Background: an optimization exercise with open tools, aiming at small area. Do not read the settings as production practice. The RTL was checked by simulation tests, not by an equivalence proof against the original design. Power is estimated from default activity; no workload was simulated.

Setup of north:
==> module fpu, before the edit <==
module fpu(
    input  logic [31:0] op_A_in,
    input  logic [31:0] op_B_in,
    input  logic clock100KHz,
    input  logic reset,
    output logic [31:0] data_out,
    output logic [3:0]  status_out
);
    function automatic logic [6:0] add6(input logic [5:0] a, input logic [5:0] b, input logic ci);
        logic [6:0] s;
        logic       c;
        c = ci;
        for (int n = 0; n < 6; n++) begin
            s[n] = a[n] ^ b[n] ^ c;
            c    = (a[n] & b[n]) | (c & (a[n] ^ b[n]));
        end
        s[6] = c;
        add6 = s;
    endfunction
    function automatic logic [4:0] inc26(input logic [4:0] a);
        inc26 = (a[4] & a[3] & a[0]) ? 5'd0 : a + 5'd1;
    endfunction
    logic        sA, sB;
    logic [5:0]  eA, eB;
    logic [31:0] mA, mB;
    assign sA = op_A_in[31];
    assign eA = op_A_in[30:25];
    assign mA = {6'd0, eA != 6'd0, op_A_in[24:0]};
    assign sB = op_B_in[31];
    assign eB = op_B_in[30:25];
    assign mB = {6'd0, eB != 6'd0, op_B_in[24:0]};
    logic [6:0] x;
    logic       bt, big;
    logic [5:0] y;
    assign x   = add6(eB, ~eA, 1'b0);
    assign bt  = x[6];
    assign y   = bt ? x[5:0] : ~x[5:0];
    assign big = y[5] | (y[4] & y[3] & (y[2] | y[1] | (y[0] & bt)));
    logic bl;
    always_ff @(posedge clock100KHz)
        bl <= bt;
    logic [5:0] eL;
    assign eL = bl ? eB : eA;
    logic sub;
    assign sub = sA ^ sB;
    logic [4:0] i;
    always_ff @(posedge clock100KHz or negedge reset)
        if (!reset) i <= 5'd0;
        else        i <= inc26(i);
    logic first, last;
    assign first = (i == 5'd0);
    assign last  = i[4] & i[3] & i[0];    
    logic [4:0] j;
    logic       jw, wrap;
    always_ff @(posedge clock100KHz) begin
        if ((bt && i == 5'd24) || (!bt && last)) j <= big ? 5'd0 : y[4:0];
        else                                     j <= inc26(j);
        jw <= ~last & (jw | (j[4] & j[3] & j[0]));
    end
    assign wrap = jw | big;
    logic [4:0] iA, iB;
    logic       bA, bB, lb, sb, sbit, stk;
    assign iA = bl ? j : i;
    assign iB = bl ? i : j;
    assign bA = mA[iA];
    assign bB = mB[iB];
    assign lb = bl ? bB : bA;
    assign sb = bl ? bA : bB;
    assign sbit = sb & ~wrap;
    assign stk  = sb & wrap;
    logic cy, cin, s, cyn, t26;
    assign cin = first ? 1'b0 : cy;
    assign s   = lb ^ sbit ^ cin;
    assign cyn = (cin & ((lb ^ sub) | sbit)) | ((lb ^ sub) & sbit);
    assign t26 = ~sub & cyn;
    always_ff @(posedge clock100KHz)
        cy <= cyn;
    logic seen, sn, tn;
    assign sn = first ? 1'b0 : seen;
    assign tn = s ^ sn;
    always_ff @(posedge clock100KHz)
        seen <= sn | s;
    logic [4:0] off;
    logic       nz, rs, st, ng, spc;
    assign nz = ~(off == 5'd26);
    assign rs = (off == 5'd31);
    logic t;
    assign t = ng ? tn : s;
    logic [5:0] v;
    logic [6:0] er7;
    logic       ovf, unf, kill;
    assign v    = spc ? {5'd0, off[0]} : ~{off[4] & rs, off};
    assign er7  = add6(eL, v, 1'b1);
    assign ovf  = nz & ((eL == 6'd63) | (rs & eL == 6'd62));
    assign unf  = nz & ~rs & ~spc & ~er7[6];
    assign kill = ovf | unf;
    logic [4:0] zp_acc, zp_nxt, zn_acc, zn_nxt, off_new;
    logic       st_acc, st_nxt, k0;
    assign zp_nxt  = s  ? 5'd0 : first ? 5'd1 : zp_acc + 5'd1;
    assign zn_nxt  = tn ? 5'd0 : first ? 5'd1 : zn_acc + 5'd1;
    assign off_new = t26 ? 5'd31 : (sub & cyn) ? zn_nxt : zp_nxt;
    assign st_nxt = (first ? 1'b0 : st_acc) | stk | (k0 & t);
    always_ff @(posedge clock100KHz) begin
        zp_acc <= zp_nxt;
        zn_acc <= zn_nxt;
        st_acc <= st_nxt;
    end
    always_ff @(posedge clock100KHz)
        if (last) begin
            ng <= sub & cyn;
            off <= off_new;
            st <= st_nxt;
        end
    logic [4:0] k, ko;
    logic [6:0] ks;
    assign k0 = (k == 5'd0);
    assign ko = (off[4] & off[3] & off[1]) ? 5'd25 : off;    
    assign ks = add6({1'b0, i}, {1'b0, ko}, 1'b0);
    assign k  = (ks[5] | (ks[4] & ks[3] & (ks[2] | ks[1]))) ? ks[4:0] + 5'd6 : ks[4:0];
    logic rc, ceff;
    assign ceff = first ? 1'b0 : rc;
    always_ff @(posedge clock100KHz)
        rc <= k0 ? t : (ceff & t);
    logic [24:1] f;
    logic        spc_now, pend;
    assign spc_now = ceff & ~t;
    always_ff @(posedge clock100KHz) begin
        for (int n = 1; n < 23; n++)
            if (k == n) f[n] <= (t ^ ceff) & ~kill;
        pend <= t ^ ceff;
        if (k == 5'd24) begin
            f[23] <= (pend | spc_now) & ~kill;
            f[24] <= t & ~ceff & ~kill;
            spc   <= spc_now;
        end
    end
    logic sr;
    assign sr = (ng ^ bl) ? sB : sA;
    assign data_out   = {sr & ~kill, (nz & ~kill) ? er7[5:0] : 6'd0, f, 1'b0};
    assign status_out = ovf ? 4'b0100 : unf ? 4'b1000 : st ? 4'b0010 : 4'b0001;
endmodule
clock: 10.0 ns
lec_check: 0
abc_area: 1
cap_margin: 20
core_margin: 2
core_utilization: 60
slew_margin: 20
standard.sh (not shown) runs the stock make flow with config.mk's settings and CLKGATE_MAP_FILE= SYNTH_SCRIPT=/design/flow/synth_recipe.tcl, a recipe that flattens the netlist after the stock synthesis.
==> flow/flow/run.sh <==
#!/bin/bash
set -euo pipefail
rm -rf scripts
cp -r "$FLOW_HOME/scripts" scripts
cp flow/abc_area.script scripts/abc_area.script
export SCRIPTS_DIR="$PWD/scripts"
export BUFFER_PORTS_ARGS="-buffer_cell sky130_fd_sc_hd__buf_1"
export CTS_ARGS="-sink_clustering_enable -repair_clock_nets -buf_list sky130_fd_sc_hd__clkbuf_4 -root_buf sky130_fd_sc_hd__clkbuf_4 -dont_use_dummy_load"
bash standard.sh > standard.log 2>&1
==> flow/flow/abc_area.script <==
strash; dc2; dch -f; amap -m; topo
The flow did not stop early for north: all stages ran, and the layout cleared the timing, design-rule and antenna checks.
For south, these inputs were changed with respect to north:
--- a/flow/design.v
+++ b/flow/design.v
@@ -81,27 +81,26 @@
     always_ff @(posedge clock100KHz)
         seen <= sn | s;
-    logic [4:0] off;
-    logic       nz, rs, st, ng, spc;
-    assign nz = ~(off == 5'd26);
-    assign rs = (off == 5'd31);
+    logic [4:0] p;
+    logic       nz, st, ng, spc;
+    assign nz = ~(p == 5'd31);           
     logic t;
     assign t = ng ? tn : s;
-    logic [5:0] v;
+    logic [5:0] pm;
     logic [6:0] er7;
     logic       ovf, unf, kill;
-    assign v    = spc ? {5'd0, off[0]} : ~{off[4] & rs, off};
-    assign er7  = add6(eL, v, 1'b1);
-    assign ovf  = nz & ((eL == 6'd63) | (rs & eL == 6'd62));
-    assign unf  = nz & ~rs & ~spc & ~er7[6];
+    assign pm   = {1'b0, p} - 6'd25;
+    assign er7  = add6(eL, pm, spc);
+    assign ovf  = nz & ((eL == 6'd63) | (p == 5'd26 & eL == 6'd62));
+    assign unf  = nz & pm[5] & ~er7[6];
     assign kill = ovf | unf;
-    logic [4:0] zp_acc, zp_nxt, zn_acc, zn_nxt, off_new;
+    logic [4:0] pp_acc, pp_nxt, pn_acc, pn_nxt, p_new;
     logic       st_acc, st_nxt, k0;
-    assign zp_nxt  = s  ? 5'd0 : first ? 5'd1 : zp_acc + 5'd1;
-    assign zn_nxt  = tn ? 5'd0 : first ? 5'd1 : zn_acc + 5'd1;
-    assign off_new = t26 ? 5'd31 : (sub & cyn) ? zn_nxt : zp_nxt;
+    assign pp_nxt = s  ? i : first ? 5'd31 : pp_acc;
+    assign pn_nxt = tn ? i : first ? 5'd31 : pn_acc;
+    assign p_new  = t26 ? 5'd26 : (sub & cyn) ? pn_nxt : pp_nxt;
     assign st_nxt = (first ? 1'b0 : st_acc) | stk | (k0 & t);
     always_ff @(posedge clock100KHz) begin
-        zp_acc <= zp_nxt;
-        zn_acc <= zn_nxt;
+        pp_acc <= pp_nxt;
+        pn_acc <= pn_nxt;
         st_acc <= st_nxt;
     end
@@ -109,13 +108,12 @@
         if (last) begin
             ng <= sub & cyn;
-            off <= off_new;
+            p  <= p_new;
             st <= st_nxt;
         end
-    logic [4:0] k, ko;
-    logic [6:0] ks;
+    logic [4:0] k;
     assign k0 = (k == 5'd0);
-    assign ko = (off[4] & off[3] & off[1]) ? 5'd25 : off;    
-    assign ks = add6({1'b0, i}, {1'b0, ko}, 1'b0);
-    assign k  = (ks[5] | (ks[4] & ks[3] & (ks[2] | ks[1]))) ? ks[4:0] + 5'd6 : ks[4:0];
+    always_ff @(posedge clock100KHz)
+        if (last) k <= (p_new[4] & p_new[3] & p_new[1]) ? 5'd25 : 5'd25 - p_new;    
+        else      k <= inc26(k);
     logic rc, ceff;
     assign ceff = first ? 1'b0 : rc;
## What came out
south vs. north: maximum fanout along the worst path neither gained nor lost much; worst setup slack after layout lost 0.18 ns; synthesized cell count picked up an extra about 3.5%; relative contribution of combinational cells to total power picked up an extra 7.2 points; post-synthesis net count picked up an extra 15. Diff north and south: final standard cell count with taps included and fillers excluded lower in north. As far as proportion of layout cells with a drive suffix above 1 is concerned, south and north perform about the same. In the flow results for north and south, the post-layout total power is smaller on north. Post-route cell area went up by a few percent going from north to south.

port drivers added, routing unchanged:
How much do the figures lean on ideal ports? The routed layouts below were timed once more, with nothing changed but the port constraints. Step 1 assumes that a clkbuf_16 drives the clock port and a buf_2 every other input. Step 2 adds t to the input delays and takes it off the output delays; t is the mean of the earliest and latest rising clock arrival at the registers after step 1. Input paths then give back, and output paths get back, about the clock's delay inside the block. Three values: ideal, step 1, step 2; two values: the first two.
run | t (ns) | setup slack, ns | clock arrival spread, ns | worst register clock-pin slew, ns | worst data-port slew with drivers (ns)
north | 0.410 | 2.340 / 2.321 / 2.173 | 0.023 / 0.023 | 0.10 / 0.10 | 0.04
south | 0.406 | 2.162 / 2.141 / 1.901 | 0.029 / 0.029 | 0.10 / 0.10 | 0.03
After both steps setup and hold are still met in every run listed. For south, which loses most, drivers alone change the setup slack by -0.021 ns; drivers and shift together by -0.261 ns.
